Context: an optimization exercise on an open-source flow, tuned for small area. The choices shown serve that exercise and are no tape-out recipe.
Only simulation tests tie the RTL to the original design; equivalence was not proved.
The clock input has no modelled driver; a real chip could not lean on it and would need a root buffer or a full tree.
Power is estimated from default activity; no workload was simulated.

==> run a: inputs <==
## update_flash
module update_flash (
	input	wire				sys_clk,
	input	wire				sys_rst_n,
	output	wire				flash_cs_n_o,
	output	reg				flash_sck_o,
	output	wire				flash_mosi_o,
	input	wire				flash_miso_i,
	input	wire				flash_erase_en_i,
	input	wire	[23:0]			flash_prog_size_i,
	output	wire				flash_erase_busy_o,
	input	wire				flash_wr_en_i,
	output	wire				flash_wr_ready_o,
	output	wire				flash_writing_o,
	input	wire	[7:0]			flash_wr_data_i,
	output	wire				flash_wr_req_o,
	input	wire				flash_wr_done_i
);
	parameter		BASEADDR	= 24'h0;
	reg	[1:0]			st;
	reg	[23:0]			prog_byte;
	reg	[15:0]			tad;		 
	reg				tz;		 
	reg	[2:0]			dph;
	reg				op;		 
	reg				erase_done;
	reg	[3:0]			c4;
	reg	[8:0]			bx;
	reg				sbusy;		 
	reg	[7:0]			sh;		 
	reg	[7:0]			wdat;
	wire		st_idle	= ( st == 2'b00 );
	wire		st_e	= st[1];
	wire		st_w	= ( st == 2'b01 );
	wire		d_idle	= ( dph == 3'd0 );
	wire		d_wait	= dph[0];
	wire		d_act	= !dph[0] && ( dph != 3'd0 );
	wire		c4_0	= ( c4 == 4'd0 );
	wire		c4_1	= ( c4 == 4'd1 );
	wire		c4_2	= ( c4 == 4'd2 );
  ...
==> module update_flash, before the edit <==
module update_flash (
	input	wire				sys_clk,
	input	wire				sys_rst_n,
	output	wire				flash_cs_n_o,
	output	reg				flash_sck_o,
	output	wire				flash_mosi_o,
	input	wire				flash_miso_i,
	input	wire				flash_erase_en_i,
	input	wire	[23:0]			flash_prog_size_i,
	output	wire				flash_erase_busy_o,
	input	wire				flash_wr_en_i,
	output	wire				flash_wr_ready_o,
	output	wire				flash_writing_o,
	input	wire	[7:0]			flash_wr_data_i,
	output	wire				flash_wr_req_o,
	input	wire				flash_wr_done_i
);
	parameter		BASEADDR	= 24'h0;
	reg	[1:0]			st;
	reg	[23:0]			prog_byte;
	reg	[15:0]			tad;		 
	reg				tz;		 
	reg	[2:0]			dph;
	reg				op;		 
	reg				erase_done;
	reg	[3:0]			c4;
	reg	[8:0]			bx;
	reg				sbusy;		 
	reg	[7:0]			sh;		 
	reg	[7:0]			wdat;
	wire		st_idle	= ( st == 2'b00 );
	wire		st_e	= st[1];
	wire		st_w	= ( st == 2'b01 );
	wire		d_idle	= ( dph == 3'd0 );
	wire		d_wait	= dph[0];
	wire		d_act	= !dph[0] && ( dph != 3'd0 );
	wire		c4_0	= ( c4 == 4'd0 );
	wire		c4_1	= ( c4 == 4'd1 );
	wire		c4_2	= ( c4 == 4'd2 );
	wire		ph4	= ( dph == 3'd4 );
	wire		ph6	= ( dph == 3'd6 );
	wire	[15:0]	tsrc	= { tad[15:8], tad[7:0] | { 8{ st_e } } };
	reg	[15:0]	tinc;
	reg	[23:0]	pdec;
	reg		cmp;
	reg		cy;
	integer		i;
	always @* begin
		cy = 1'b1;
		for ( i = 0; i < 16; i = i + 1 ) begin
			tinc[i] = tsrc[i] ^ cy;
			cy = cy && tsrc[i];
		end
		cmp = 1'b1;
		for ( i = 0; i < 16; i = i + 1 )
			cmp = cmp && !prog_byte[i];
		for ( i = 16; i < 24; i = i + 1 )
			cmp = ( tinc[i-8] && !prog_byte[i] ) || ( ( tinc[i-8] || !prog_byte[i] ) && cmp );
		cy = 1'b1;
		for ( i = 0; i < 24; i = i + 1 ) begin
			pdec[i] = prog_byte[i] ^ cy;
			cy = cy && !prog_byte[i];
		end
	end
	wire		pz	= ( prog_byte == 24'd0 );
	wire		ge	= tz ? pz : cmp;
	wire		erase_64k = ( st == 2'b10 ) && !ge;
	wire		to_write = st_e && ge && erase_done;
	wire		wr_en	= flash_wr_en_i && st_w;
	wire		req	= d_idle && ( erase_64k || wr_en );
	wire		more	= ph4 ? ( op ? bx[8] : !( bx[8] && !bx[7] ) ) : ( ph6 && sbusy );
	wire		w_end	= d_wait && ( c4 == ( dph == 3'd7 ? 4'd5 : 4'd7 ) );
	wire		w_start	= w_end && ( dph != 3'd7 );
	wire		a_start	= d_act && c4_0 && more;
	wire		a_end	= d_act && c4_0 && !more;
	wire		start	= w_start || a_start;
	wire		adv	= req || w_end || a_end;
	wire		data_byte = ph4 && !op && !bx[8];
	wire	[23:0]	faddr	= BASEADDR + { tad, 8'h00 };
	reg	[7:0]			ld;
	always @* begin
		if ( dph == 3'd2 )
			ld = 8'h06;
		else if ( ph6 )
			ld = 8'h05;
		else if ( bx[8] && bx[7] ) case ( bx[1:0] )
			2'd1:	 ld = op ? 8'hD8 : 8'h02;
			2'd2:	 ld = faddr[23:16];
			default: ld = faddr[15:8];
		endcase
		else if ( bx == 9'd0 )
			ld = faddr[7:0];
		else
			ld = wdat;
	end
	wire		load	= d_act && c4_1 && ( !ph6 || bx[1:0] == 2'd1 );
	assign	flash_mosi_o	= sh[7];
	assign	flash_cs_n_o	= !( d_act || ( d_wait && c4_1 ) );
	assign	flash_wr_req_o	= data_byte && c4_1;
	assign	flash_erase_busy_o	= st_e;
	assign	flash_writing_o		= st_w;
	assign	flash_wr_ready_o	= st_w && d_idle;
always @ ( posedge sys_clk or negedge sys_rst_n ) begin
	if ( !sys_rst_n ) begin
		st <= 2'b00;
		tz <= 1'b1;
		dph <= 3'd0;
		op <= 1'b0;
		erase_done <= 1'b0;
		c4 <= 4'd6;
		bx <= 9'd508;
		sbusy <= 1'b1;
		sh <= 8'hFF;
		flash_sck_o <= 1'b1;
	end else begin
		case ( st )
		2'b00:	 st <= flash_erase_en_i ? 2'b11 : 2'b00;
		2'b01:	 st <= ( pz || flash_wr_done_i ) ? 2'b00 : 2'b01;
		default: st <= to_write ? 2'b01 : 2'b10;
		endcase
		if ( req )
			tz <= 1'b0;
		else if ( st_idle || to_write )
			tz <= 1'b1;
		if ( adv )
			dph <= dph + 3'd1;
		if ( d_idle )
			op <= erase_64k;
		erase_done <= d_idle && op;
		if ( start )
			c4 <= 4'd1;
		else if ( d_idle )
			c4 <= 4'd6;
		else
			c4 <= c4 + 4'd1;
		if ( d_wait || d_idle )
			bx <= { 8'b11111110, start };
		else if ( start && !( ph6 && bx[1:0] == 2'd3 ) )
			bx <= bx + 9'd1;
		if ( !ph6 )
			sbusy <= 1'b1;
		else if ( c4_1 && bx[1:0] == 2'd3 )
			sbusy <= flash_miso_i;
		if ( load )
			sh <= ld;
		else if ( c4[0] )
			sh <= { sh[6:0], 1'b1 };
		flash_sck_o <= d_act && !c4[0];
	end
end
always @ ( posedge sys_clk ) begin
	if ( data_byte && c4_2 )
		wdat <= flash_wr_data_i;
	if ( st_idle )
		prog_byte <= flash_prog_size_i;
	else if ( st_w && flash_wr_req_o )
		prog_byte <= pdec;
	if ( req )
		tad <= tz ? 16'h0000 : tinc;
end
endmodule
clock: 10.0 ns
lec_check: 0
cap_margin: 20
core_margin: 2
core_utilization: 75
slew_margin: 20
standard.sh (not shown) runs the stock make flow with config.mk's settings and CLKGATE_MAP_FILE= SYNTH_SCRIPT=/design/flow/synth_recipe.tcl, a recipe that flattens the netlist after the stock synthesis.
==> flow/flow/run.sh <==
#!/bin/bash
# Own layout flow: the standard ORFS flow (standard.sh, with its synthesis
# unchanged), with three changes to how the layout is made:
#  - after the floorplan, the combinational logic is re-mapped for area by
#    OpenROAD's restructure (flow/post_floorplan.tcl); registers are kept;
#  - the port buffers are the smallest buffer cell (buf_1) instead of the
#    cell buffer_ports picks by default;
#  - the clock tree is one clkbuf_16 per quarter of the die, driven by the
#    clock port (flow/pre_cts.tcl), instead of TritonCTS's H-tree.
set -euo pipefail
here=$(pwd)
export MY_FLOW_WORK="$here"
export POST_FLOORPLAN_TCL="$here/flow/post_floorplan.tcl"
export BUFFER_PORTS_ARGS="-buffer_cell sky130_fd_sc_hd__buf_1"
export PRE_CTS_TCL="$here/flow/pre_cts.tcl"
export MY_CTS_CELL=sky130_fd_sc_hd__clkbuf_16
export MY_CTS_NX=2
export MY_CTS_NY=2
bash standard.sh finish > "$here/standard_flow.log" 2>&1
==> flow/flow/filt_lib.py <==
import re, sys
# Copy a liberty file without the cells whose names match the pattern given.
src, dst, pat = sys.argv[1], sys.argv[2], re.compile(sys.argv[3])
out = []
skip = 0
depth = 0
with open(src) as f:
    for line in f:
        if skip:
            depth += line.count('{') - line.count('}')
            if depth <= 0:
                skip = 0
            continue
        m = re.match(r'\s*cell\s*\(\s*"?([A-Za-z0-9_]+)"?\s*\)', line)
        if m and pat.search(m.group(1)):
            skip = 1
            depth = line.count('{') - line.count('}')
            if depth <= 0 and '{' in line:
                skip = 0
            continue
        out.append(line)
open(dst, 'w').writelines(out)
==> flow/flow/post_floorplan.tcl <==
# Sourced by ORFS's floorplan.tcl (POST_FLOORPLAN_TCL) after the synthesized
# netlist is loaded and abc's buffers are removed. Re-maps the combinational
# logic for area with OpenROAD's restructure (ABC); flip-flops are untouched.
# restructure reads the cells from a copy of the platform's liberty file
# without the cells the platform marks don't-use (lpflow_*, probe*).
set my_dir $::env(MY_FLOW_WORK)/rmp
file mkdir $my_dir
set my_lib $my_dir/restructure.lib
exec python3 $::env(MY_FLOW_WORK)/flow/filt_lib.py [lindex $::env(LIB_FILES) 0] $my_lib {lpflow|probe}
puts "restructure: design area before"
report_design_area
restructure -target area -liberty_file $my_lib \
  -tielo_port [join $::env(TIELO_CELL_AND_PORT) /] \
  -tiehi_port [join $::env(TIEHI_CELL_AND_PORT) /] \
  -work_dir $my_dir -abc_logfile $my_dir/abc.log
puts "restructure: design area after"
report_design_area
==> flow/flow/pre_cts.tcl <==
# Sourced by ORFS's cts.tcl (PRE_CTS_TCL) before clock_tree_synthesis runs.
# The design has under a hundred flip-flops, so the clock tree is made here
# by hand instead of TritonCTS's H-tree: the clock port drives one leaf
# buffer per region of the die (MY_CTS_NX x MY_CTS_NY regions), and each
# leaf buffer drives the clock pins of the flip-flops in its region.
proc my_cts { cell nx ny } {
  set block [ord::get_db_block]
  set die [$block getDieArea]
  set x0 [$die xMin]; set y0 [$die yMin]
  set w [expr {[$die xMax] - $x0}]; set h [expr {[$die yMax] - $y0}]
  set groups [dict create]
  foreach pin [get_pins -of_objects [get_nets sys_clk]] {
    if { [get_property $pin direction] != "input" } { continue }
    set inst [sta::sta_to_db_inst [get_cells -of_objects $pin]]
    set bb [$inst getBBox]
    set cx [expr {([$bb xMin] + [$bb xMax]) / 2}]
    set cy [expr {([$bb yMin] + [$bb yMax]) / 2}]
    set gx [expr {min($nx - 1, int(($cx - $x0) * $nx / $w))}]
    set gy [expr {min($ny - 1, int(($cy - $y0) * $ny / $h))}]
    dict lappend groups "$gx,$gy" [list $pin $cx $cy]
  }
  set k 0
  dict for {key members} $groups {
    set sx 0; set sy 0; set pins {}
    foreach m $members {
      lappend pins [lindex $m 0]
      set sx [expr {$sx + [lindex $m 1]}]
      set sy [expr {$sy + [lindex $m 2]}]
    }
    set n [llength $pins]
    insert_buffer -buffer_cell $cell -net sys_clk -load_pins $pins \
      -location [list [expr {$sx / $n / 1000.0}] [expr {$sy / $n / 1000.0}]] \
      -buffer_name clkbuf_leaf_$k -net_name clknet_leaf_$k
    puts "my_cts: clkbuf_leaf_$k ($cell) for $n clock pins"
    incr k
  }
  puts "my_cts: the clock port net has [llength [[$block findNet sys_clk] getITerms]] cell pins"
}

rename clock_tree_synthesis orfs_clock_tree_synthesis
proc clock_tree_synthesis { args } {
  my_cts $::env(MY_CTS_CELL) $::env(MY_CTS_NX) $::env(MY_CTS_NY)
  set_propagated_clock [all_clocks]
}
==> run b: changes against run a <==
==> flow/flow/run.sh (replaced) <==
#!/bin/bash
# Own layout flow: the standard ORFS flow (standard.sh, unchanged synthesis),
# with the port buffers made from the smallest buffer cell and a clock tree
# built from a few clkbuf_8 without dummy loads.
set -euo pipefail
export BUFFER_PORTS_ARGS="-buffer_cell sky130_fd_sc_hd__buf_1"
export CTS_ARGS="-sink_clustering_enable -repair_clock_nets -dont_use_dummy_load -buf_list sky130_fd_sc_hd__clkbuf_8 -sink_clustering_size 40 -sink_clustering_max_diameter 200"
bash standard.sh finish > standard_flow.log 2>&1
removed: flow/flow/filt_lib.py
removed: flow/flow/post_floorplan.tcl
removed: flow/flow/pre_cts.tcl
==> run c: changes against run a <==
--- a/flow/design.v
+++ b/flow/design.v
@@ -18,5 +18,6 @@
 	parameter		BASEADDR	= 24'h0;
 	reg	[1:0]			st;
-	reg	[23:0]			prog_byte;
+	reg	[23:0]			progq;		 
+	wire	[23:0]			prog_byte = ~progq;
 	reg	[15:0]			tad;		 
 	reg				tz;		 
@@ -27,5 +28,6 @@
 	reg	[8:0]			bx;
 	reg				sbusy;		 
-	reg	[7:0]			sh;		 
+	reg				mosi;		 
+	reg	[6:0]			sh;
 	reg	[7:0]			wdat;
 	wire		st_idle	= ( st == 2'b00 );
@@ -42,5 +44,5 @@
 	wire	[15:0]	tsrc	= { tad[15:8], tad[7:0] | { 8{ st_e } } };
 	reg	[15:0]	tinc;
-	reg	[23:0]	pdec;
+	reg	[23:0]	pnext;
 	reg		cmp;
 	reg		cy;
@@ -57,7 +59,7 @@
 		for ( i = 16; i < 24; i = i + 1 )
 			cmp = ( tinc[i-8] && !prog_byte[i] ) || ( ( tinc[i-8] || !prog_byte[i] ) && cmp );
-		cy = 1'b1;
+		cy = st_w && flash_wr_req_o;
 		for ( i = 0; i < 24; i = i + 1 ) begin
-			pdec[i] = prog_byte[i] ^ cy;
+			pnext[i] = prog_byte[i] ^ cy;
 			cy = cy && !prog_byte[i];
 		end
@@ -94,6 +96,7 @@
 			ld = wdat;
 	end
+	wire		shift	= c4[0] && ( d_act || ( d_wait && c4_1 ) );
 	wire		load	= d_act && c4_1 && ( !ph6 || bx[1:0] == 2'd1 );
-	assign	flash_mosi_o	= sh[7];
+	assign	flash_mosi_o	= mosi;
 	assign	flash_cs_n_o	= !( d_act || ( d_wait && c4_1 ) );
 	assign	flash_wr_req_o	= data_byte && c4_1;
@@ -104,12 +107,7 @@
 	if ( !sys_rst_n ) begin
 		st <= 2'b00;
-		tz <= 1'b1;
 		dph <= 3'd0;
 		op <= 1'b0;
-		erase_done <= 1'b0;
-		c4 <= 4'd6;
-		bx <= 9'd508;
-		sbusy <= 1'b1;
-		sh <= 8'hFF;
+		mosi <= 1'b1;
 		flash_sck_o <= 1'b1;
 	end else begin
@@ -119,43 +117,40 @@
 		default: st <= to_write ? 2'b01 : 2'b10;
 		endcase
-		if ( req )
-			tz <= 1'b0;
-		else if ( st_idle || to_write )
-			tz <= 1'b1;
 		if ( adv )
 			dph <= dph + 3'd1;
 		if ( d_idle )
 			op <= erase_64k;
-		erase_done <= d_idle && op;
-		if ( start )
-			c4 <= 4'd1;
-		else if ( d_idle )
-			c4 <= 4'd6;
-		else
-			c4 <= c4 + 4'd1;
-		if ( d_wait || d_idle )
-			bx <= { 8'b11111110, start };
-		else if ( start && !( ph6 && bx[1:0] == 2'd3 ) )
-			bx <= bx + 9'd1;
-		if ( !ph6 )
-			sbusy <= 1'b1;
-		else if ( c4_1 && bx[1:0] == 2'd3 )
-			sbusy <= flash_miso_i;
 		if ( load )
-			sh <= ld;
-		else if ( c4[0] )
-			sh <= { sh[6:0], 1'b1 };
+			mosi <= ld[7];
+		else if ( shift )
+			mosi <= sh[6];
 		flash_sck_o <= d_act && !c4[0];
 	end
 end
 always @ ( posedge sys_clk ) begin
+	if ( req )
+		tz <= 1'b0;
+	else if ( st_idle || to_write )
+		tz <= 1'b1;
+	erase_done <= d_idle && op;
+	sh <= ( {7{ load }} & ld[6:0] ) | ( {7{ !load && shift }} & { sh[5:0], 1'b1 } ) | ( {7{ !load && !shift }} & sh );
+	if ( start )
+		c4 <= 4'd1;
+	else if ( d_idle )
+		c4 <= 4'd6;
+	else
+		c4 <= c4 + 4'd1;
+	if ( d_wait || d_idle )
+		bx <= { 8'b11111110, start };
+	else if ( start && !( ph6 && bx[1:0] == 2'd3 ) )
+		bx <= bx + 9'd1;
+	if ( !ph6 )
+		sbusy <= 1'b1;
+	else if ( c4_1 && bx[1:0] == 2'd3 )
+		sbusy <= flash_miso_i;
 	if ( data_byte && c4_2 )
 		wdat <= flash_wr_data_i;
-	if ( st_idle )
-		prog_byte <= flash_prog_size_i;
-	else if ( st_w && flash_wr_req_o )
-		prog_byte <= pdec;
-	if ( req )
-		tad <= tz ? 16'h0000 : tinc;
+	progq <= ~( st_idle ? flash_prog_size_i : pnext );
+	tad <= ( tad & {16{ !req }} ) | ( tinc & {16{ req && !tz }} );
 end
 endmodule
--- a/flow/flow/run.sh
+++ b/flow/flow/run.sh
@@ -6,6 +6,7 @@
 #  - the port buffers are the smallest buffer cell (buf_1) instead of the
 #    cell buffer_ports picks by default;
-#  - the clock tree is one clkbuf_16 per quarter of the die, driven by the
-#    clock port (flow/pre_cts.tcl), instead of TritonCTS's H-tree.
+#  - the clock tree is three buf_12, each driving a third of the flip-flops
+#    (bands along y), driven by the clock port (flow/pre_cts.tcl), instead
+#    of TritonCTS's H-tree.
 set -euo pipefail
 here=$(pwd)
@@ -14,6 +15,6 @@
 export BUFFER_PORTS_ARGS="-buffer_cell sky130_fd_sc_hd__buf_1"
 export PRE_CTS_TCL="$here/flow/pre_cts.tcl"
-export MY_CTS_CELL=sky130_fd_sc_hd__clkbuf_16
-export MY_CTS_NX=2
-export MY_CTS_NY=2
+export MY_CTS_CELL=sky130_fd_sc_hd__buf_12
+export MY_CTS_N=3
+export MY_CTS_AXIS=y
 bash standard.sh finish > "$here/standard_flow.log" 2>&1
==> flow/flow/pre_cts.tcl (replaced) <==
# Sourced by ORFS's cts.tcl (PRE_CTS_TCL) before clock_tree_synthesis runs.
# The design has under a hundred flip-flops, so the clock tree is made here
# by hand instead of TritonCTS's H-tree: the clock port drives MY_CTS_N leaf buffers; the
# flip-flops are split into MY_CTS_N groups of (nearly) equal size by
# position (bands along y, or along x when MY_CTS_AXIS is x), and each leaf
# buffer, placed at its group's centre, drives the clock pins of one group.
proc my_cts { cell n axis } {
  set block [ord::get_db_block]
  set sinks {}
  foreach pin [get_pins -of_objects [get_nets sys_clk]] {
    if { [get_property $pin direction] != "input" } { continue }
    set inst [sta::sta_to_db_inst [get_cells -of_objects $pin]]
    set bb [$inst getBBox]
    set cx [expr {([$bb xMin] + [$bb xMax]) / 2}]
    set cy [expr {([$bb yMin] + [$bb yMax]) / 2}]
    lappend sinks [list $pin $cx $cy]
  }
  set key [expr {$axis == "x" ? 1 : 2}]
  set sinks [lsort -integer -index $key $sinks]
  set total [llength $sinks]
  for {set k 0} {$k < $n} {incr k} {
    set lo [expr {$k * $total / $n}]
    set hi [expr {($k + 1) * $total / $n - 1}]
    set sx 0; set sy 0; set pins {}
    foreach m [lrange $sinks $lo $hi] {
      lappend pins [lindex $m 0]
      set sx [expr {$sx + [lindex $m 1]}]
      set sy [expr {$sy + [lindex $m 2]}]
    }
    set c [llength $pins]
    insert_buffer -buffer_cell $cell -net sys_clk -load_pins $pins \
      -location [list [expr {$sx / $c / 1000.0}] [expr {$sy / $c / 1000.0}]] \
      -buffer_name clkbuf_leaf_$k -net_name clknet_leaf_$k
    puts "my_cts: clkbuf_leaf_$k ($cell) for $c clock pins"
  }
}

rename clock_tree_synthesis orfs_clock_tree_synthesis
proc clock_tree_synthesis { args } {
  my_cts $::env(MY_CTS_CELL) $::env(MY_CTS_N) $::env(MY_CTS_AXIS)
  set_propagated_clock [all_clocks]
}
==> run d: changes against run a <==
Settings changed: CORE_UTILIZATION 75 to 88, PLACE_DENSITY set to 0.9.
==> comparison table <==
| quantity | run a | run b | run c | run d |
|---|---|---|---|---|
| Reg2Reg Launch Point | prog_byte[0] | st[1] | st[1] | prog_byte[0] |
| Status | finished clean | finished clean | finished clean | finished clean |
| Synthesized net count | 516 | 516 | 515 | 516 |
| Critical Path RT | 9740 ps | 10240 ps | 10060 ps | 9730 ps |
| Compound-cell area share of the yosys netlist | 11.33% | 11.33% | 12.04% | 11.33% |
| Fraction of standard cell area in multi-input logic | 34.77% | 42.11% | 40.50% | 34.82% |
| Via count of the first global-routing pass | 3032 | 3126 | 2905 | 3001 |
| Number of fillers in the final layout | 422 | 358 | 485 | 279 |
| Tapcells inserted | 75 | 75 | 72 | 70 |
| Critical path fanouts, max | 17 | 16 | 15 | 17 |
| DRT met1 WL | 3471 microns | 3594 microns | 3490 microns | 3335 microns |
| Proportion of total power due to net switching | 37.37% | 25.02% | 17.83% | 37.89% |
| Vias post-DR | 3221 | 3214 | 3218 | 3292 |
| Synthesized instance count | 430 | 430 | 428 | 430 |
| Tmin final | 5447 ps | 5170 ps | 5453 ps | 5736 ps |
| Fraction of area in registers | 51.88% | 46.46% | 44.86% | 51.96% |
In run a, run c and run d the design's own scripts or RTL, not TritonCTS, make the clock network.

[afterwards: timing with drivers on the ports]
In the flow no input, the clock included, has a driving cell. The finished layouts below were timed again as built, in two steps. Step 1: set_driving_cell puts a clkbuf_16 on sys_clk and a buf_2 on each other input, an assumption about the parent block. Step 2 moves the port delays by t, midway between the first and last clock arrival at a register: inputs arrive t later, outputs are due t later. That takes back most of the time a late clock gives input paths. Slacks: no drivers / after step 1 / after step 2; pairs: no drivers / after step 1.
run | shift t [ns] | setup slack, ns | worst register clock-pin slew, ns | worst data-port slew with drivers (ns) | pins driven straight from the clock port
run a | 0.223 | 4.553 / 4.553 / 4.553 | 0.09 / 0.09 | 0.04 | 4
run b | 0.385 | 4.830 / 4.830 / 4.830 | 0.09 / 0.09 | 0.03 | 1
run c | 0.198 | 4.547 / 4.547 / 4.547 | 0.10 / 0.10 | 0.04 | 3
run d | 0.221 | 4.264 / 4.264 / 4.264 | 0.08 / 0.08 | 0.04 | 4
After both steps setup and hold are still met in every run listed.
